From an optimization exercise on the open Yosys and OpenROAD flow, aimed at small area and a short achievable clock period; shortcuts taken in it are not production practice. Where RTL was checked, it was by simulation tests only, not by an equivalence proof against the original. For runs 1 and 2, only the layout was checked, not whether the RTL still works. No activity file was given, so power comes from the tool's default toggle rates.

==> design.v <==
module SingleCycle_MIPS(
    clk,
    rst_n,
    IR_addr,
    IR,
    RF_writedata,
    ReadDataMem,
    CEN,
    WEN,
    A,
    ReadData2,
    OEN
);
    input         clk, rst_n;
    input  [31:0] IR;
    output [31:0] IR_addr, RF_writedata;
    input  [31:0] ReadDataMem;
    output        CEN;
    output        WEN;
    output  [6:0] A;
    output [31:0] ReadData2;
    output        OEN;
    wire [5:0]  op    = IR[31:26];
    wire [4:0]  rs    = IR[25:21];
    wire [4:0]  rt    = IR[20:16];
    wire [4:0]  rd    = IR[15:11];
    wire [5:0]  funct = IR[5:0];
    wire [31:0] simm  = {{16{IR[15]}}, IR[15:0]};
    wire is_r   = (op == 6'b000000);
    wire is_lw  = (op == 6'b100011);
    wire is_sw  = (op == 6'b101011);
    wire is_beq = (op == 6'b000100);
    wire is_j   = (op == 6'b000010);
    wire is_jal = (op == 6'b000011);
    wire is_jr  = is_r & (funct == 6'b001000);
    wire f_sub = (funct == 6'b100010);
    wire f_and = (funct == 6'b100100);
    wire f_or  = (funct == 6'b100101);
    wire f_slt = (funct == 6'b101010) | (funct == 6'b100111);
    reg  [31:0] PC;
    reg  [31:0] valid;
    wire [31:0] rf [0:31];
    wire [31:0] sel1 = (32'd1 << rs) & valid;
    wire [31:0] sel2 = (32'd1 << rt) & valid;
    wire [31:0] R1, R2;
    genvar b, k;
    generate
        for (b = 0; b < 32; b = b + 1) begin : rd_bit
            wire [31:0] col;
            for (k = 0; k < 32; k = k + 1) begin : c
                assign col[k] = rf[k][b];
            end
            rf_read_bit p1 (.d(col), .s(sel1), .y(R1[b]));
            rf_read_bit p2 (.d(col), .s(sel2), .y(R2[b]));
        end
    endgenerate
    wire        subop = f_sub | f_slt;
    wire [32:0] addsub = {1'b0, R1} + {1'b0, R2 ^ {32{subop}}} + {32'd0, subop};
    wire        ltu = ~addsub[32];
    reg  [31:0] alu;
    always @(*) begin
        if (f_and)      alu = R1 & R2;
        else if (f_or)  alu = R1 | R2;
        else if (f_slt) alu = {31'd0, ltu};
        else            alu = addsub[31:0];
    end
    assign RF_writedata = is_lw ? ReadDataMem : alu;
    wire [8:0] addr_lo = R1[8:0] + IR[8:0];
    assign A         = addr_lo[8:2];
    assign ReadData2 = R2;
    assign WEN       = ~is_sw;
    assign CEN       = 1'b0;
    assign OEN       = 1'b0;
    wire [31:0] pc4   = PC + 32'd4;
    wire [31:0] pcbr  = pc4 + {simm[29:0], 2'b00};
    wire [31:0] pcj   = {pc4[31:28], IR[25:0], 2'b00};
    wire        eq    = (R1 == R2);
    reg  [31:0] pc_nxt;
    always @(*) begin
        if (is_jr)                 pc_nxt = R1;
        else if (is_j | is_jal)    pc_nxt = pcj;
        else if (is_beq & eq)      pc_nxt = pcbr;
        else                       pc_nxt = pc4;
    end
    assign IR_addr = PC;
    always @(posedge clk or negedge rst_n) begin
        if (!rst_n) PC <= 32'd0;
        else        PC <= pc_nxt;
    end
    wire        we    = is_r | is_lw | is_jal;
    wire [4:0]  waddr = is_jal ? 5'd31 : (is_lw ? rt : rd);
    wire [31:0] wdata = is_jal ? pc4 : RF_writedata;
    wire [31:0] wsel  = (32'd1 << waddr) & {32{we}};
    wire [31:0] whold = ~wsel;
    always @(posedge clk or negedge rst_n) begin
        if (!rst_n) valid <= 32'd0;
        else        valid <= valid | wsel;
    end
    generate
        for (k = 0; k < 32; k = k + 1) begin : regs
            reg  [31:0] r;
            wire [31:0] d;
            for (b = 0; b < 32; b = b + 1) begin : w
                ao22_cell u (.a1(wsel[k]), .a2(wdata[b]), .b1(whold[k]), .b2(r[b]), .y(d[b]));
            end
            always @(posedge clk) r <= d;
            assign rf[k] = r;
        end
    endgenerate
endmodule
module rf_read_bit(d, s, y);
    input  [31:0] d, s;
    output        y;
    wire   [10:0] p;
    genvar i;
    generate
        for (i = 0; i < 10; i = i + 1) begin : g
            aoi222_cell u (.a1(d[3*i]), .a2(s[3*i]), .b1(d[3*i+1]), .b2(s[3*i+1]),
                           .c1(d[3*i+2]), .c2(s[3*i+2]), .y(p[i]));
        end
    endgenerate
    aoi22_cell  u10 (.a1(d[30]), .a2(s[30]), .b1(d[31]), .b2(s[31]), .y(p[10]));
    wire q0, q1, q2;
    nand4_cell  n0 (.a(p[0]), .b(p[1]), .c(p[2]), .d(p[3]), .y(q0));
    nand4_cell  n1 (.a(p[4]), .b(p[5]), .c(p[6]), .d(p[7]), .y(q1));
    nand3_cell  n2 (.a(p[8]), .b(p[9]), .c(p[10]), .y(q2));
    or3_cell    o  (.a(q0), .b(q1), .c(q2), .y(y));
endmodule
module aoi222_cell(a1, a2, b1, b2, c1, c2, y);
    input a1, a2, b1, b2, c1, c2;
    output y;
    assign y = ~((a1 & a2) | (b1 & b2) | (c1 & c2));
endmodule
module aoi22_cell(a1, a2, b1, b2, y);
    input a1, a2, b1, b2;
    output y;
    assign y = ~((a1 & a2) | (b1 & b2));
endmodule
module ao22_cell(a1, a2, b1, b2, y);
    input a1, a2, b1, b2;
    output y;
    assign y = (a1 & a2) | (b1 & b2);
endmodule
module nand4_cell(a, b, c, d, y);
    input a, b, c, d;
    output y;
    assign y = ~(a & b & c & d);
endmodule
module nand3_cell(a, b, c, y);
    input a, b, c;
    output y;
    assign y = ~(a & b & c);
endmodule
module or3_cell(a, b, c, y);
    input a, b, c;
    output y;
    assign y = a | b | c;
endmodule
==> run.sh <==
#!/bin/bash
# synth_recipe.tcl (not shown) runs the flow's synth.tcl, then flattens the netlist and writes it again
# the make line also repeats each setting of config.mk as NAME=value (left out here)
make -C /OpenROAD-flow-scripts/flow DESIGN_CONFIG=/design/flow/config.mk WORK_HOME=/design/flow/orfs CLKGATE_MAP_FILE= SYNTH_SCRIPT=/design/flow/synth_recipe.tcl finish
==> config.mk <==
export PLATFORM = sky130hd
export DESIGN_NAME = SingleCycle_MIPS
export DESIGN_NICKNAME = SingleCycle_MIPS
export VERILOG_FILES = /design/flow/design.v
export SDC_FILE = /design/flow/constraint.sdc
export NUM_CORES = 4
export LEC_CHECK = 0
export CAP_MARGIN = 20
export CORE_MARGIN = 2
export CORE_UTILIZATION = 40
export SLEW_MARGIN = 20
export SYNTH_HIERARCHICAL = 1
export SYNTH_MINIMUM_KEEP_SIZE = 0
==> constraint.sdc <==
create_clock -name core_clock -period 13.0 [get_ports {clk}]
set_input_delay 2.6000 -clock core_clock [delete_from_list [all_inputs] [get_ports {clk}]]
set_output_delay 2.6000 -clock core_clock [all_outputs]
set_load 0.01 [all_outputs]
==> impl_metrics.toml, run 1 <==
[sta]
period_share = 0.941
worst_slew_margin_rel = 0.158
finalCriticalPeriod_ps = 12230
achievable-frequency_ghz = 0.0817
setup_viol_count_final = 0
slew_viol_final = 0
setup_total_negative_slack_ps = 0
report.final.hold_viol_count = 0
worst_clock_skew_ps = 45.7
timing_worst_slew_pin_value_ps = 1260
rsz_0062_raised_after_global_routing = "no"

[synth]
synthesis.instances = 4398
top_cells_by_area_synth = "sky130_fd_sc_hd__dfxtp_1 (42%), sky130_fd_sc_hd__a22o_1 (19%), sky130_fd_sc_hd__a222oi_1 (13%), sky130_fd_sc_hd__ha_1 (3.6%), sky130_fd_sc_hd__dfrtp_1 (3.3%)"
post-synth-top-area-cell = "sky130_fd_sc_hd__dfxtp_1"
yosys_warnings = 7
synth_top_area_share = 0.423
synth_cell_type_count = 73
synth.yosys.seq_area_share = 0.456
post_synth.cell_area_avg_um2 = 11.0
async_flop_share = 0.0588
netlist_top_cells_count = "sky130_fd_sc_hd__a22o_1 (1026), sky130_fd_sc_hd__dfxtp_1 (1024), sky130_fd_sc_hd__a222oi_1 (641)"
synth-edff-count = 0
yosys_register_bits = 1088
syn-cell-area_mm2 = 0.0484
yosys.cell_count.top_type = "sky130_fd_sc_hd__a22o_1"
synth_top_flop_cell = "sky130_fd_sc_hd__dfxtp_1"

[drt]
drc_viols = 0
route.antenna.remaining_nets = 0
drt-pass1-iter-count = 17
overall_via_count_from_detail_route = 49300
avgRoutedWirePerCell_um = 36.6
wirelength_um = 239000
post_drt_via_cell_ratio = 7.55
drt_first_iter_violations = 12000

[critical_path]
crit_chain = "clkdlybuf4s50_1, nor3b_1, and3_1, buf_4, a222oi_1, nand4_1, or3_1, xnor2_1, ha_1, a21oi_1, a21oi_1, o21ai_1, a21boi_1, a41o_1, a21oi_1, o21ai_1, buf_4, a31oi_1, xnor2_1, a222oi_1, inv_1, clkdlybuf4s50_1"
crit_required_ps = 10400
max_stage_delay_ps = 850
reg2reg_slack_ps = 5990
worst_path_most_repeated_cell = "sky130_fd_sc_hd__a21oi_1"
critical_path.startpoint_type = "input pin"
timing.setup.critical_path_class = "input pin to output port"
timing.critical_path.slowest_stage_cell = "sky130_fd_sc_hd__nor3b_1"
cp_data_arrival_time_ps = 9630
worstPathMaxFanout = 14
crit_buf_inv = 5
rr_worst_depth = 15
worst-path-stages = 22
type_of_element_capturing_the_critical_path = "output port"
worst_path_dominant_cell_family = "compound AO/OA/AOI/OAI gates"

[floorplan]
die_w_um = 352
die_height_um = 352
die-area_mm2 = 0.124
fp.coreArea_mm2 = 0.120
std_cell_rows = 127
floorplan.io_pins = 172
effective_utilization_at_floorplan = 0.404

[cts]
tritoncts = "built"
clock_latency_ps = 760
cts_setup_buffers = 0
cts-buffers-inserted = 113
cts_hold_buf = 0
cts.reportedPaths.clkPinSlew_ps = 70
cts.sink_count = 1088
cts_root_buffer = "sky130_fd_sc_hd__clkbuf_16"
clock_tree_buf_depth = 3
post_cts_resize_count = 0
h-tree-depth = 3

[run_status]
outcome = "finished clean"

[cells_and_area]
syn_to_final_growth_pct = 19.1
design_area_mm2 = 0.0577
final_nets = 5024
final_layout_size_suffix_gt1_frac = 0.108

[grt]
grt_antenna_before_repair = 10
grt_start_max_net_pins = 65
grt_pass1_wl_um = 335000
number_of_global_route_vias_before_repair = 45200
grt_usage = 0.363
grt_overflow_total = 0

[run]
max_cap_violations = 0

[power_and_ir_drop]
worst_ir_drop_vdd_mv = 0.109
power_density_mw_per_mm2 = 136
static-leakage-power_nw = 22.4

[placed_design]
dp.final_hpwl_um = 158000
placed_area_mm2 = 0.0537
port-buffer-count = 169
routability_driven_placement_congestion_ratio = 1.01

[hold_path]
holdCritPathClass = "flop to flop"
number_of_cells_on_the_worst_hold_path = 1
-- placed cells by master, fill, tap and decap left out, types with 22 or more instances in the layout --
cell,Yosys,layout
sky130_fd_sc_hd__a22o_1,1026,1026
sky130_fd_sc_hd__nor2_1,101,96
sky130_fd_sc_hd__xnor2_1,81,81
sky130_fd_sc_hd__a21oi_1,84,82
sky130_fd_sc_hd__dfrtp_1,64,64
sky130_fd_sc_hd__clkdlybuf4s50_1,0,167
sky130_fd_sc_hd__a22oi_2,64,65
sky130_fd_sc_hd__a222oi_1,641,641
sky130_fd_sc_hd__xor2_1,32,32
sky130_fd_sc_hd__clkinv_2,0,28
sky130_fd_sc_hd__buf_4,2,183
sky130_fd_sc_hd__nand4_1,139,139
sky130_fd_sc_hd__ha_1,140,140
sky130_fd_sc_hd__nand3_1,96,87
sky130_fd_sc_hd__and3_1,80,75
sky130_fd_sc_hd__mux2i_1,32,32
sky130_fd_sc_hd__nand2_1,121,113
sky130_fd_sc_hd__o21ai_0,77,67
sky130_fd_sc_hd__clkbuf_16,0,115
sky130_fd_sc_hd__a22oi_1,31,30
sky130_fd_sc_hd__or3_1,74,74
sky130_fd_sc_hd__nand2b_1,32,32
sky130_fd_sc_hd__inv_1,155,153
sky130_fd_sc_hd__a21o_1,34,34
sky130_fd_sc_hd__nor3_1,27,22
sky130_fd_sc_hd__dfxtp_1,1024,1024
-- worst paths after layout --
kind / endpoint / startpoint
worst max-delay path: RF_writedata[28] / IR[19]
worst min-delay path: valid[12]$_DFF_PN0_ / valid[12]$_DFF_PN0_
worst max register to register: PC[17]$_DFF_PN0_ / valid[24]$_DFF_PN0_
worst min register to register: valid[12]$_DFF_PN0_ / valid[12]$_DFF_PN0_
max in group asynchronous: valid[27]$_DFF_PN0_ / rst_n
min in group asynchronous: PC[22]$_DFF_PN0_ / rst_n
-- flip-flops by register name (all words and copies together) (netlist names) --
register	flops
PC	32
regs.r	1024
valid	32
-- modules after synthesis, one instance, submodules excluded, a selection --
module | cells inside | flip-flops and latches | copies in the design
aoi22_cell | 1 | 0 | 64
nand4_cell | 1 | 0 | 128
SingleCycle_MIPS | 2414 | 1088 | 1
ao22_cell | 1 | 0 | 1024
or3_cell | 1 | 0 | 64
nand3_cell | 1 | 0 | 64
aoi222_cell | 1 | 0 | 640
-- report_power, final --
part | leakage, nW | total, mW | internal (mW) | switching, mW
clock network | 1.96 | 3.51 | 2.01 | 1.51
logic | 11.4 | 0.856 | 0.349 | 0.507
registers | 9.07 | 3.50 | 3.41 | 0.0854
total | 22.4 | 7.87 | 5.77 | 2.10
-- final cells by class --
class	instances	area (um2)
sequential	1088	22100
inverter	155	582
antenna	7	17.5
timing repair buffer	355	3120
clock inverter	68	868
clock buffer	146	3110
multi-input combinational	3103	25900
tap	1612	2020
fill	11000	62300
-- routing by layer --
| layer | vias to the layer above | GRT usage | routed length [um] |
|---|---|---|---|
| li1 | 20000 | - | - |
| met1 | 24200 | 0.484 | 91600 |
| met2 | 4427 | 0.516 | 97400 |
| met3 | 677 | 0.113 | 34700 |
| met4 | 8 | 0.204 | 15400 |
| met5 | - | 0 | 49 |
-- through the flow --
| step | utilization | hold slack, ps | setup slack [ps] | power (mW) | std cells |
|---|---|---|---|---|---|
| 2_1_floorplan | - | 440 | 3140 | 4.05 | 4399 |
| 3_3_place_gp | 0.447 | 454 | 1050 | 4.40 | 6312 |
| 3_5_place_dp | 0.447 | 461 | 1040 | 4.40 | 6312 |
| 4_1_cts | 0.481 | 476 | 1030 | 7.84 | 6526 |
| 5_1_grt | 0.481 | 495 | 462 | 8.07 | 6527 |
| 6_report | 0.481 | 477 | 765 | 7.87 | 6534 |
-- cells by family (layout without fill, tap and decap cells) --
kind of cell    Yosys count  after routing  share of synthesized area
compound gates         2069           2069                      0.380
buf+inv                 208            724                     0.0163
simple gates            733            733                     0.0808
xor+xnor                113            113                     0.0204
flops                  1088           1088                      0.456
mux                      44             44                    0.00940
other cells               1              9                  0.0000774
fa+ha+maj               142            142                     0.0370
==> inputs of run 2 (changes only) <==
--- a/design.v
+++ b/design.v
@@ -56,16 +56,44 @@
     endgenerate
     wire        subop = f_sub | f_slt;
-    wire [32:0] addsub = {1'b0, R1} + {1'b0, R2 ^ {32{subop}}} + {32'd0, subop};
-    wire        ltu = ~addsub[32];
-    reg  [31:0] alu;
-    always @(*) begin
-        if (f_and)      alu = R1 & R2;
-        else if (f_or)  alu = R1 | R2;
-        else if (f_slt) alu = {31'd0, ltu};
-        else            alu = addsub[31:0];
-    end
-    assign RF_writedata = is_lw ? ReadDataMem : alu;
-    wire [8:0] addr_lo = R1[8:0] + IR[8:0];
-    assign A         = addr_lo[8:2];
+    wire [31:0] bx = R2 ^ {32{subop}};
+    wire [31:0] p  = R1 ^ bx;
+    wire [31:0] G0, T0;
+    maj3n_cell g00 (.a(R1[0]), .b(bx[0]), .c(subop), .y(G0[0]));
+    genvar i;
+    generate
+        for (i = 1; i < 32; i = i + 1) begin : l0
+            nand2_cell g (.a(R1[i]), .b(bx[i]), .y(G0[i]));
+            nor2_cell  t (.a(R1[i]), .b(bx[i]), .y(T0[i]));
+        end
+    endgenerate
+    assign T0[0] = 1'b0;
+    wire [31:0] gc;
+    ks_tree #(.LV(5)) ks (.gn(G0), .tn(T0), .g(gc));
+    wire [31:0] cy   = {gc[30:0], subop};    
+    wire        cout = gc[31];
+    wire sel_sum = ~is_lw & ~f_and & ~f_or & ~f_slt;
+    wire [31:0] early = ({32{is_lw}} & ReadDataMem)
+                      | ({32{~is_lw & f_and}} & (R1 & R2))
+                      | ({32{~is_lw & f_or}}  & (R1 | R2));
+    wire [31:0] x0 = early | ({32{sel_sum}} & p);
+    wire [31:0] x1 = early | ({32{sel_sum}} & ~p);
+    wire        slt_bit = ~is_lw & f_slt;
+    generate
+        for (i = 1; i < 32; i = i + 1) begin : res
+            mux2_cell m (.a0(x0[i]), .a1(x1[i]), .s(cy[i]), .y(RF_writedata[i]));
+        end
+    endgenerate
+    wire r0 = subop ? x1[0] : x0[0];
+    mux2_cell m0 (.a0(r0 | slt_bit), .a1(r0), .s(cout), .y(RF_writedata[0]));
+    wire [8:0] ap = R1[8:0] ^ IR[8:0];
+    wire [7:0] agn, atn, agc;
+    generate
+        for (i = 0; i < 8; i = i + 1) begin : al0
+            nand2_cell g (.a(R1[i]), .b(IR[i]), .y(agn[i]));
+            nor2_cell  t (.a(R1[i]), .b(IR[i]), .y(atn[i]));
+        end
+    endgenerate
+    ks_tree #(.LV(3)) aks (.gn(agn), .tn(atn), .g(agc));
+    assign A         = ap[8:2] ^ agc[7:1];
     assign ReadData2 = R2;
     assign WEN       = ~is_sw;
@@ -157,2 +185,73 @@
     assign y = a | b | c;
 endmodule
+module maj3n_cell(a, b, c, y);
+    input a, b, c;
+    output y;
+    assign y = ~((a & b) | (c & (a | b)));
+endmodule
+module nand2_cell(a, b, y);
+    input a, b;
+    output y;
+    assign y = ~(a & b);
+endmodule
+module nor2_cell(a, b, y);
+    input a, b;
+    output y;
+    assign y = ~(a | b);
+endmodule
+module inv_cell(a, y);
+    input a;
+    output y;
+    assign y = ~a;
+endmodule
+module aoi21_cell(a1, a2, b1, y);
+    input a1, a2, b1;
+    output y;
+    assign y = ~((a1 & a2) | b1);
+endmodule
+module oai21_cell(a1, a2, b1, y);
+    input a1, a2, b1;
+    output y;
+    assign y = ~((a1 | a2) & b1);
+endmodule
+module mux2_cell(a0, a1, s, y);
+    input a0, a1, s;
+    output y;
+    assign y = s ? a1 : a0;
+endmodule
+module ks_tree(gn, tn, g);
+    parameter LV = 5;
+    localparam N = 1 << LV;
+    input  [N-1:0] gn, tn;
+    output [N-1:0] g;
+    wire [N-1:0] G [0:LV];
+    wire [N-1:0] T [0:LV];
+    assign G[0] = gn;
+    assign T[0] = tn;
+    genvar i, lv;
+    generate
+        for (lv = 1; lv <= LV; lv = lv + 1) begin : lvl
+            for (i = 0; i < N; i = i + 1) begin : n
+                if (i < (1 << (lv - 1))) begin : fwd
+                    inv_cell f (.a(G[lv-1][i]), .y(G[lv][i]));
+                    assign T[lv][i] = 1'b0;
+                end else if (lv % 2 == 1) begin : pos
+                    oai21_cell g (.a1(T[lv-1][i]), .a2(G[lv-1][i-(1<<(lv-1))]), .b1(G[lv-1][i]), .y(G[lv][i]));
+                    if (i >= (1 << lv)) begin : tt
+                        nor2_cell t (.a(T[lv-1][i]), .b(T[lv-1][i-(1<<(lv-1))]), .y(T[lv][i]));
+                    end else begin : tz
+                        assign T[lv][i] = 1'b0;
+                    end
+                end else begin : neg
+                    aoi21_cell g (.a1(T[lv-1][i]), .a2(G[lv-1][i-(1<<(lv-1))]), .b1(G[lv-1][i]), .y(G[lv][i]));
+                    if (i >= (1 << lv)) begin : tt
+                        nand2_cell t (.a(T[lv-1][i]), .b(T[lv-1][i-(1<<(lv-1))]), .y(T[lv][i]));
+                    end else begin : tz
+                        assign T[lv][i] = 1'b1;
+                    end
+                end
+            end
+        end
+    endgenerate
+    assign g = G[LV];
+endmodule
--- a/config.mk
+++ b/config.mk
@@ -9,4 +9,5 @@
 export CORE_MARGIN = 2
 export CORE_UTILIZATION = 40
+export SETUP_SLACK_MARGIN = 4.0
 export SLEW_MARGIN = 20
 export SYNTH_HIERARCHICAL = 1
==> impl_metrics.toml, run 2 <==
[drt]
avgRoutedWirePerCell_um = 36.7
route.antenna.remaining_nets = 0
drt_first_iter_violations = 12900
drc_viols = 0
drt-pass1-iter-count = 17
wirelength_um = 257000
overall_via_count_from_detail_route = 52200
post_drt_via_cell_ratio = 7.45

[placed_design]
post-place-ws_ps = 1720
routability_driven_placement_congestion_ratio = 1.05
dp.final_hpwl_um = 166000
port-buffer-count = 169

[cells_and_area]
largest-register = "regs.r"
final_layout_size_suffix_gt1_frac = 0.220
fillCellCount = 11100
largest_reg_flops = 1024
final_common_cell = "sky130_fd_sc_hd__a22o_1"
syn_to_final_growth_pct = 25.4
final_nets = 5432
largest_registers = "regs.r: 1024 flops, PC: 32 flops, valid: 32 flops"
layout_common_cells = "sky130_fd_sc_hd__a22o_1 (1026), sky130_fd_sc_hd__dfxtp_1 (1024), sky130_fd_sc_hd__a222oi_1 (641), sky130_fd_sc_hd__buf_4 (263), sky130_fd_sc_hd__nand2_1 (222)"

[sta]
tightest_hold_margin_ps = 487
worst_slew_margin_rel = 0.236
setup_viol_count_final = 0
finalCriticalPeriod_ps = 9430
slew_viol_final = 0
rsz_0062_raised_after_global_routing = "yes"
period_share = 0.726
achievable-frequency_ghz = 0.106
timing_worst_slew_pin_value_ps = 1150
report.final.hold_viol_count = 0
setup_total_negative_slack_ps = 0
worst_clock_skew_ps = 95.9
timing.final.ws_setup_ps = 3570

[grt]
gr-usage-met3 = 0.144
grt_util_met1 = 0.478
grt.met2_usage = 0.551
number_of_global_route_vias_before_repair = 48000
grt_antenna_before_repair = 10
grt_start_max_net_pins = 72
grt_pass1_wl_um = 357000
grt_overflow_total = 0
grt_usage = 0.381
grt_busiest_layer = "met2"

[floorplan]
die_w_um = 357
std_cell_rows = 129
fp.coreArea_mm2 = 0.124
floorplan.io_pins = 172
effective_utilization_at_floorplan = 0.403
die_height_um = 357
die-area_mm2 = 0.127

[power_and_ir_drop]
power_density_mw_per_mm2 = 126
static-leakage-power_nw = 23.9
worst_ir_drop_vdd_mv = 0.119

[hold_path]
holdCritPathClass = "flop to flop"
min-delay-start = "valid[27]$_DFF_PN0_"

[cts]
cts_root_buffer = "sky130_fd_sc_hd__clkbuf_16"
cts-buffers-inserted = 114
h-tree-depth = 3
cts.sink_count = 1088
clock_latency_ps = 770
tritoncts = "built"
clock_tree_buf_depth = 3
cts.reportedPaths.clkPinSlew_ps = 60

[critical_path]
crit_chain = "buf_12, and3b_2, and3_2, buf_6, a222oi_1, nand4_1, or3_4, inv_4, xnor2_2, inv_2, nand2_1, o21ai_2, a21oi_2, buf_4, o21ai_2, a21oi_2, o21ai_2, mux2_4, buf_2"
max_stage_delay_ps = 640
reg2reg_slack_ps = 7350
crit_buf_inv = 6
crit_required_ps = 10400
cp_data_arrival_time_ps = 6830
type_of_element_capturing_the_critical_path = "output port"
timing.setup.critical_path_class = "input pin to output port"
critical_path.startpoint_type = "input pin"
worstPathMaxFanout = 11
worst_path_most_repeated_cell = "sky130_fd_sc_hd__o21ai_2"
worst_path_dominant_cell_family = "simple AND/OR/NAND/NOR gates"
regToRegStartpoint = "valid[8]$_DFF_PN0_"
timing.critical_path.slowest_stage_cell = "sky130_fd_sc_hd__or3_4"
worst_setup_path_startpoint = "IR[19]"

[synth]
yosys_warnings = 9
synthesis.instances = 4715
post_synth.cell_area_avg_um2 = 10.6
syn-cell-area_mm2 = 0.0499

[run_status]
outcome = "finished clean"

[run]
max_cap_violations = 0
[run 2: worst paths after layout]
check	end	cells after the start
setup / recovery	RF_writedata[0]	19
hold / removal	valid[27]$_DFF_PN0_	1
setup reg to reg	PC[25]$_DFF_PN0_	15
hold reg to reg	valid[27]$_DFF_PN0_	1
max in group asynchronous	valid[31]$_DFF_PN0_	2
min in group asynchronous	PC[17]$_DFF_PN0_	2
[run 2: final cells by class]
class                   count  area [um2]  area share
diodes                      4        10.0    0.000160
clock buffers             156        3260      0.0522
clock inverters            55         734      0.0117
inverters                 174         683      0.0109
multi-input cells        3395       29100       0.466
flip-flops and latches   1088       22100       0.353
well taps                1637        2050      0.0328
repair buffers            491        4580      0.0732
[run 2: per-stage QoR]
step	power, mW	area (um2)	cells	utilization
global route	8.09	62500	6997	0.506
floorplan	4.06	49900	4716	-
finish	7.90	62500	7000	0.506
CTS	7.85	61800	6970	0.500
detailed placement	4.39	54900	6652	0.444
global placement	4.38	54900	6652	0.444
[run 2: routing by layer]
layer / vias to the layer above / part of all wire
met5: - / 0.00066
met4: 12 / 0.075
met3: 843 / 0.14
met2: 4367 / 0.41
met1: 25600 / 0.37
li1: 21300 / -
[run 2: power breakdown]
part           internal (mW)  switching [mW]
registers               3.41          0.0841
clock network           2.01            1.52
logic                  0.366           0.518
total                   5.78            2.12
[run 2: repair_timing]
| action | in CTS | in global routing |
|---|---|---|
| setup endpoints to repair | 71 | 38 |
| hold buffers | 0 | 0 |
| cloned | 9 | 3 |
| gates resized for setup | 742 | 146 |
| pin swaps | 242 | 127 |
| endpoints found under the hold margin | 0 | 0 |
| setup buffers | 98 | 23 |
[run 2: worst register-to-register path: cells and delay by family (launching register included)]
kind                       cells  cell delay [ps]
AOI/OAI and AO/OA              3             1430
adders and majority gates      1              290
buffers and inverters          4              740
DFF                            1              440
and+or+nand+nor                7             2600
==> inputs of run 3 (changes only) <==
--- a/design.v
+++ b/design.v
@@ -34,8 +34,8 @@
     wire is_jal = (op == 6'b000011);
     wire is_jr  = is_r & (funct == 6'b001000);
-    wire f_sub = (funct == 6'b100010);
-    wire f_and = (funct == 6'b100100);
-    wire f_or  = (funct == 6'b100101);
-    wire f_slt = (funct == 6'b101010) | (funct == 6'b100111);
+    wire f_sub = (funct == 6'b100010) | is_beq;
+    wire f_and = (funct == 6'b100100) & ~is_beq;
+    wire f_or  = (funct == 6'b100101) & ~is_beq;
+    wire f_slt = ((funct == 6'b101010) | (funct == 6'b100111)) & ~is_beq;
     reg  [31:0] PC;
     reg  [31:0] valid;
@@ -72,11 +72,12 @@
     wire [31:0] cy   = {gc[30:0], subop};    
     wire        cout = gc[31];
-    wire sel_sum = ~is_lw & ~f_and & ~f_or & ~f_slt;
-    wire [31:0] early = ({32{is_lw}} & ReadDataMem)
-                      | ({32{~is_lw & f_and}} & (R1 & R2))
-                      | ({32{~is_lw & f_or}}  & (R1 | R2));
+    wire is_mem  = is_lw | is_sw;
+    wire sel_sum = ~is_mem & ~f_and & ~f_or & ~f_slt;
+    wire [31:0] early = ({32{is_mem}} & ReadDataMem)
+                      | ({32{~is_mem & f_and}} & (R1 & R2))
+                      | ({32{~is_mem & f_or}}  & (R1 | R2));
     wire [31:0] x0 = early | ({32{sel_sum}} & p);
     wire [31:0] x1 = early | ({32{sel_sum}} & ~p);
-    wire        slt_bit = ~is_lw & f_slt;
+    wire        slt_bit = ~is_mem & f_slt;
     generate
         for (i = 1; i < 32; i = i + 1) begin : res
@@ -103,5 +104,5 @@
     wire [31:0] pcbr  = pc4 + {simm[29:0], 2'b00};
     wire [31:0] pcj   = {pc4[31:28], IR[25:0], 2'b00};
-    wire        eq    = (R1 == R2);
+    wire        eq    = &p;
     reg  [31:0] pc_nxt;
     always @(*) begin
--- a/config.mk
+++ b/config.mk
@@ -8,6 +8,7 @@
 export CAP_MARGIN = 20
 export CORE_MARGIN = 2
-export CORE_UTILIZATION = 40
-export SETUP_SLACK_MARGIN = 4.0
+export CORE_UTILIZATION = 50
+export CTS_BUF_LIST = sky130_fd_sc_hd__clkbuf_8
+export SETUP_SLACK_MARGIN = 4.5
 export SLEW_MARGIN = 20
 export SYNTH_HIERARCHICAL = 1
==> impl_metrics.toml, run 3 <==
[power_and_ir_drop]
power_switching_share = 0.289
power.net_switching_mw = 2.21
p_int_mw = 5.43
seqPwrFrac = 0.462
clockPowerShare = 0.404
totalPowerFinal_mw = 7.64
comb_power_share = 0.134
static-leakage-power_nw = 24.0
power_density_mw_per_mm2 = 123
worst_ir_drop_vdd_mv = 0.0861

[cts]
cts.reportedPaths.clkPinSlew_ps = 70
clock_latency_ps = 930
tritoncts = "built"
cts.sink_count = 1088
cts_root_buffer = "sky130_fd_sc_hd__clkbuf_8"
clock_tree_buf_depth = 3
h-tree-depth = 4
cts-buffers-inserted = 177

[critical_path]
type_of_element_capturing_the_critical_path = "output port"
cp_data_arrival_time_ps = 6970
reg2reg_slack_ps = 7060
critical_path.startpoint_type = "input pin"
worstPathMaxFanout = 7
terminus_of_the_critical_flop_to_flop_path = "PC[20]$_DFF_PN0_"
critical_path.endpoint = "RF_writedata[0]"
rr_worst_depth = 13
regToRegStartpoint = "valid[15]$_DFF_PN0_"
crit_required_ps = 10400
timing.setup.critical_path_class = "input pin to output port"
worst_setup_path_startpoint = "IR[16]"

[floorplan]
floorplan.io_pins = 172
effective_utilization_at_floorplan = 0.505
die-area_mm2 = 0.100
fp.coreArea_mm2 = 0.0969
std_cell_rows = 114
die_w_um = 317
die_height_um = 317

[placed_design]
placed_area_mm2 = 0.0535
routability_driven_placement_congestion_ratio = 1.07
post-place-ws_ps = 1610
port-buffer-count = 169
dp.final_hpwl_um = 165000
placedCellCount = 6092

[drt]
wirelength_um = 268000
overall_via_count_from_detail_route = 53000
drc_viols = 0
post_drt_via_cell_ratio = 8.01
drt_first_iter_violations = 14100
route.antenna.remaining_nets = 0
drt-pass1-iter-count = 14
avgRoutedWirePerCell_um = 40.4

[synth]
yosys_warnings = 9
synthesis.instances = 4524
post_synth.cell_area_avg_um2 = 10.8
syn-cell-area_mm2 = 0.0489

[sta]
tightest_hold_margin_ps = 485
setup_total_negative_slack_ps = 0
report.final.hold_viol_count = 0
slew_viol_final = 0
worst_clock_skew_ps = 47.9
finalCriticalPeriod_ps = 9570
timing.final.ws_setup_ps = 3430
period_share = 0.736
timing_worst_slew_pin_value_ps = 1290
setup_viol_count_final = 0
achievable-frequency_ghz = 0.105
worst_slew_margin_rel = 0.138
rsz_0062_raised_after_global_routing = "yes"

[grt]
grt_pass1_wl_um = 363000
number_of_global_route_vias_before_repair = 47300
grt_start_max_net_pins = 65
grt_usage = 0.505
grt_antenna_before_repair = 26
grt_overflow_total = 0

[cells_and_area]
fillCellCount = 7930
layout_common_cells = "sky130_fd_sc_hd__a22o_1 (1026), sky130_fd_sc_hd__dfxtp_1 (1024), sky130_fd_sc_hd__a222oi_1 (640), sky130_fd_sc_hd__buf_4 (282), sky130_fd_sc_hd__clkbuf_8 (224)"
final_common_cell = "sky130_fd_sc_hd__a22o_1"
largest-register = "regs.r"
design_area_mm2 = 0.0621
largest_registers = "regs.r: 1024 flops, PC: 32 flops, valid: 32 flops"
final_instance_count_excl_fillers = 6621
final_layout_size_suffix_gt1_frac = 0.246
postLayoutCoreUtil = 0.641
syn_to_final_growth_pct = 26.9
final_nets = 5296
largest_reg_flops = 1024

[run]
max_cap_violations = 0

[hold_path]
holdCritPathClass = "flop to flop"
number_of_cells_on_the_worst_hold_path = 1

[run_status]
outcome = "finished clean"
-- run 3: routing by layer --
layer | GRT usage | wire length, um
met5 | 0.00331 | 476
met4 | 0.348 | 23700
met3 | 0.219 | 45200
met2 | 0.689 | 104000
met1 | 0.638 | 94500
-- run 3: how the worst min path moves through the flow --
| stage | endpoint | slack, ps | from |
|---|---|---|---|
| after detailed placement | valid[9]$_DFF_PN0_ | 460 | valid[9]$_DFF_PN0_ |
| after global routing | valid[18]$_DFF_PN0_ | 510 | valid[18]$_DFF_PN0_ |
| final | valid[29]$_DFF_PN0_ | 490 | valid[29]$_DFF_PN0_ |
| after global placement | valid[5]$_DFF_PN0_ | 460 | valid[5]$_DFF_PN0_ |
| after floorplan | valid[0]$_DFF_PN0_ | 440 | valid[0]$_DFF_PN0_ |
| after CTS | valid[29]$_DFF_PN0_ | 480 | valid[29]$_DFF_PN0_ |
-- run 3: power groups by stage --
stage	clock network [mW]	registers [mW]	logic, mW
floorplan	0	3.58	0.574
global placement	0	3.59	0.947
detailed placement	0	3.59	0.953
CTS	3.07	3.52	0.988
global route	3.22	3.53	1.09
finish	3.09	3.53	1.03
-- run 3: layout make-up --
type                            count  area [um2]  area share
Timing Repair Buffer              540        5360      0.0863
Tap cell                         1276        1600      0.0257
Clock buffer                      224        3080      0.0497
Inverter                           90         365     0.00589
Multi-Input combinational cell   3295       29000       0.467
Clock inverter                     99         533     0.00859
Sequential cell                  1088       22100       0.356
Antenna cell                        9        22.5    0.000363
-- run 3: worst max-delay path: stages --
cell and delay [ps]:
sky130_fd_sc_hd__buf_12 120, sky130_fd_sc_hd__and3b_2 250, sky130_fd_sc_hd__and3_4 240, sky130_fd_sc_hd__buf_12 160
sky130_fd_sc_hd__a222oi_1 480, sky130_fd_sc_hd__nand4_1 700, sky130_fd_sc_hd__or3_4 690, sky130_fd_sc_hd__xor2_4 230
sky130_fd_sc_hd__nand2_2 130, sky130_fd_sc_hd__o21ai_4 220, sky130_fd_sc_hd__a21oi_4 100, sky130_fd_sc_hd__o21ai_2 170
sky130_fd_sc_hd__a21oi_2 60, sky130_fd_sc_hd__buf_4 140, sky130_fd_sc_hd__o21ai_4 160, sky130_fd_sc_hd__mux2_4 340
sky130_fd_sc_hd__buf_2 150
-- run 3: timing repair --
item,4_1_cts,5_1_grt
endpoints found under the setup margin,100,42
pin swaps,269,124
hold buffers,0,0
gates resized for setup,863,123
buffers inserted,144,33
cloned,14,6
==> inputs of run 4 (changes only) <==
--- a/design.v
+++ b/design.v
@@ -51,6 +51,9 @@
                 assign col[k] = rf[k][b];
             end
-            rf_read_bit p1 (.d(col), .s(sel1), .y(R1[b]));
-            rf_read_bit p2 (.d(col), .s(sel2), .y(R2[b]));
+            wire n1, n2;
+            rf_read_bit p1 (.d(col), .s(sel1), .yn(n1));
+            rf_read_bit p2 (.d(col), .s(sel2), .yn(n2));
+            inv_cell i1 (.a(n1), .y(R1[b]));
+            inv_cell i2 (.a(n2), .y(R2[b]));
         end
     endgenerate
@@ -138,7 +141,7 @@
     endgenerate
 endmodule
-module rf_read_bit(d, s, y);
+module rf_read_bit(d, s, yn);
     input  [31:0] d, s;
-    output        y;
+    output        yn;
     wire   [10:0] p;
     genvar i;
@@ -154,5 +157,5 @@
     nand4_cell  n1 (.a(p[4]), .b(p[5]), .c(p[6]), .d(p[7]), .y(q1));
     nand3_cell  n2 (.a(p[8]), .b(p[9]), .c(p[10]), .y(q2));
-    or3_cell    o  (.a(q0), .b(q1), .c(q2), .y(y));
+    nor3_cell   o  (.a(q0), .b(q1), .c(q2), .y(yn));
 endmodule
 module aoi222_cell(a1, a2, b1, b2, c1, c2, y);
@@ -181,8 +184,8 @@
     assign y = ~(a & b & c);
 endmodule
-module or3_cell(a, b, c, y);
+module nor3_cell(a, b, c, y);
     input a, b, c;
     output y;
-    assign y = a | b | c;
+    assign y = ~(a | b | c);
 endmodule
 module maj3n_cell(a, b, c, y);
==> flow/run.sh (new file) <==
#!/bin/bash
# The standard layout (standard.sh) with two changes:
# - the ports are buffered by the smallest buffer rather than the one
#   buffer_ports picks by default (timing repair still upsizes the buffers
#   on critical paths);
# - clock tree synthesis uses larger sink clusters and no dummy loads.
# Each step's full output goes to a log file of its own in this folder.
set -euo pipefail
export BUFFER_PORTS_ARGS="-buffer_cell sky130_fd_sc_hd__buf_1"
export CTS_ARGS="-sink_clustering_enable -repair_clock_nets -sink_clustering_size 26 -sink_clustering_max_diameter 70 -dont_use_dummy_load"
bash standard.sh synth > synth.log 2>&1
bash standard.sh floorplan > floorplan.log 2>&1
bash standard.sh place > place.log 2>&1
bash standard.sh cts > cts.log 2>&1
bash standard.sh route > route.log 2>&1
bash standard.sh finish > finish.log 2>&1
==> standard.sh (new file) <==
#!/bin/bash
# synth_recipe.tcl (not shown) runs the flow's synth.tcl, then flattens the netlist and writes it again
# the make line also repeats each setting of config.mk as NAME=value (left out here)
make -C /OpenROAD-flow-scripts/flow DESIGN_CONFIG=/design/flow/config.mk WORK_HOME=/design/flow/orfs CLKGATE_MAP_FILE= SYNTH_SCRIPT=/design/flow/synth_recipe.tcl "${@:-finish}"
--- a/config.mk
+++ b/config.mk
@@ -8,7 +8,7 @@
 export CAP_MARGIN = 20
 export CORE_MARGIN = 2
-export CORE_UTILIZATION = 50
-export CTS_BUF_LIST = sky130_fd_sc_hd__clkbuf_8
-export SETUP_SLACK_MARGIN = 4.5
+export CORE_UTILIZATION = 60
+export PLACE_DENSITY = 0.75
+export SETUP_SLACK_MARGIN = 4
 export SLEW_MARGIN = 20
 export SYNTH_HIERARCHICAL = 1
removed: run.sh
==> impl_metrics.toml, run 4 <==
[run_status]
outcome = "finished clean"

[cts]
cts_hold_buf = 0
cts.reportedPaths.clkPinSlew_ps = 70
cts-buffers-inserted = 55
clock_tree_buf_depth = 3
tritoncts = "built"
cts_root_buffer = "sky130_fd_sc_hd__clkbuf_16"
h-tree-depth = 2
clock_latency_ps = 720
cts.sink_count = 1088

[hold_path]
holdCritPathClass = "flop to flop"
min-delay-start = "valid[13]$_DFF_PN0_"

[floorplan]
die_height_um = 291
fp.coreArea_mm2 = 0.0818
die-area_mm2 = 0.0846
std_cell_rows = 105
die_w_um = 291
effective_utilization_at_floorplan = 0.603
floorplan.io_pins = 172

[sta]
slew_viol_final = 0
period_share = 0.722
achievable-frequency_ghz = 0.107
timing.final.ws_setup_ps = 3620
worst_clock_skew_ps = 124
finalCriticalPeriod_ps = 9380
setup_viol_count_final = 0
setup_total_negative_slack_ps = 0
rsz_0062_raised_after_global_routing = "yes"
report.final.hold_viol_count = 0
timing_worst_slew_pin_value_ps = 1260
worst_slew_margin_rel = 0.158

[critical_path]
timing.setup.critical_path_class = "input pin to output port"
regToRegStartpoint = "valid[6]$_DFF_PN0_"
max_stage_delay_ps = 620
cp_data_arrival_time_ps = 6780
worstPathMaxFanout = 32
crit_required_ps = 10400
type_of_element_capturing_the_critical_path = "output port"
critical_path.startpoint_type = "input pin"
timing.critical_path.slowest_stage_cell = "sky130_fd_sc_hd__nand4_1"
crit_chain = "buf_8, and3b_2, and3_1, buf_12, a222oi_1, nand4_1, nor3_2, inv_2, xor2_4, nor2_4, o21ai_2, a21oi_2, o21ai_2, a21oi_2, inv_1, mux2_4, buf_1"
worst_setup_path_startpoint = "IR[19]"

[cells_and_area]
final_common_cell = "sky130_fd_sc_hd__a22o_1"
largest_registers = "regs.r: 1024 flops, PC: 32 flops, valid: 32 flops"
final_instance_count_excl_fillers = 6087
fillCellCount = 6276
area.sequential_mm2 = 0.0221
layout_common_cells = "sky130_fd_sc_hd__a22o_1 (1026), sky130_fd_sc_hd__dfxtp_1 (1024), sky130_fd_sc_hd__a222oi_1 (640), sky130_fd_sc_hd__nand2_1 (188), sky130_fd_sc_hd__buf_4 (176)"
largest-register = "regs.r"
largest_reg_flops = 1024
final_layout_size_suffix_gt1_frac = 0.184
syn_to_final_growth_pct = 15.6
final_nets = 5117
multi_input_area_mm2 = 0.0281
design_area_mm2 = 0.0571

[placed_design]
routability_driven_placement_congestion_ratio = 1.01
port-buffer-count = 169
post-place-ws_ps = 2500
placedCellCount = 5926
dp.final_hpwl_um = 140000
placed_area_mm2 = 0.0525

[synth]
syn-cell-area_mm2 = 0.0494
post_synth.cell_area_avg_um2 = 10.8
synthesis.instances = 4588
yosys_warnings = 9

[drt]
drt-pass1-iter-count = 17
drt_first_iter_violations = 14100
route.antenna.remaining_nets = 0
avgRoutedWirePerCell_um = 38.5
drc_viols = 0
post_drt_via_cell_ratio = 8.47
overall_via_count_from_detail_route = 51500
wirelength_um = 234000

[grt]
grt_overflow_total = 0
grt_antenna_before_repair = 3
grt_usage = 0.508
grt_pass1_wl_um = 323000
grt_start_max_net_pins = 65
number_of_global_route_vias_before_repair = 46500

[power_and_ir_drop]
totalPowerFinal_mw = 6.32
static-leakage-power_nw = 21.6
worst_ir_drop_vdd_mv = 0.158
power_density_mw_per_mm2 = 111

[run]
max_cap_violations = 0
-- run 4: path summary, 6_finish.rpt --
kind	end	slack, ps	cells past startpoint
max	RF_writedata[13]	3620	17
min	valid[13]$_DFF_PN0_	490	1
max reg2reg	PC[26]$_DFF_PN0_	6670	16
min reg2reg	valid[13]$_DFF_PN0_	490	1
max in group asynchronous	PC[26]$_DFF_PN0_	10220	1
min in group asynchronous	valid[3]$_DFF_PN0_	2070	1
-- run 4: cell type report --
class                      instances  area share
multi-input combinational       3291       0.493
antenna                            6    0.000263
clock buffer                      55      0.0241
timing repair buffer             423      0.0622
inverter                         154      0.0103
sequential                      1088       0.387
tap                             1070      0.0235
-- run 4: stage by stage --
step | util | hold slack, ps
after global placement | 0.641 | 457
after floorplan | - | 440
after detailed placement | 0.642 | 460
after global routing | 0.697 | 504
after CTS | 0.674 | 482
final | 0.697 | 486
-- run 4: timing repair --
item	in CTS	in global routing
hold endpoints to repair	0	0
gates resized for setup	308	273
setup buffers	21	56
endpoints found under the setup margin	39	35
pin swaps	160	129
gates cloned	3	16
-- run 4: metal layers --
metal  global-route usage  vias up  part of all wire
li1                     -    20500                 -
met1                0.655    24400              0.34
met2                0.704     5454              0.39
met3                0.197     1172              0.18
met4                0.330        8             0.089
met5               0.0102        -           0.00062
-- run 4: power by group --
group / internal (mW) / leakage, nW / switching (mW)
combinational: 0.342 / 11.9 / 0.589
clock: 0.752 / 0.678 / 1.12
sequential: 3.42 / 9.06 / 0.0976
total: 4.51 / 21.6 / 1.80
-- run 4: worst max-delay path: cells and delay by family --
| kind | cells | cell delay [ps] |
|---|---|---|
| AOI/OAI and AO/OA | 5 | 1010 |
| muxes | 1 | 360 |
| buffers and inverters | 5 | 740 |
| xor gates and xnor gates | 1 | 190 |
| and+or+nand+nor | 5 | 1830 |

==> what the ideal ports hide <==
Ports are ideal in the flow. The routed layouts listed here were re-timed in OpenROAD.
Step 1 (the two cells are an assumption about what drives the block):
set clk [get_ports {clk}]
set_driving_cell -lib_cell sky130_fd_sc_hd__clkbuf_16 $clk
set_driving_cell -lib_cell sky130_fd_sc_hd__buf_2 [delete_from_list [all_inputs] $clk]
Step 2, shift: input delay + t, output delay - t, t = (earliest + latest rising clock arrival at the registers) / 2. This alone moves slack from input paths to output paths.
a / b / c = no drivers / after step 1 / after step 2; a / b = the first two.
run	t, ns	setup WS [ns]	hold WS [ns]	clock arrival spread, ns	cell pins on the clock port's net
run 1	0.809	0.765 / 0.736 / 0.736	0.477 / 0.477 / 0.477	0.046 / 0.045	1
run 2	0.800	3.566 / 3.412 / 3.412	0.487 / 0.487 / 0.487	0.096 / 0.096	1
run 3	0.973	3.432 / 3.280 / 3.280	0.485 / 0.485 / 0.485	0.048 / 0.048	1
run 4	0.728	3.618 / 3.538 / 3.538	0.486 / 0.486 / 0.486	0.125 / 0.124	1
After both steps setup and hold are still met in every run listed. For run 2, which loses most, drivers alone change the setup slack by -0.154 ns; drivers and shift together by -0.154 ns.
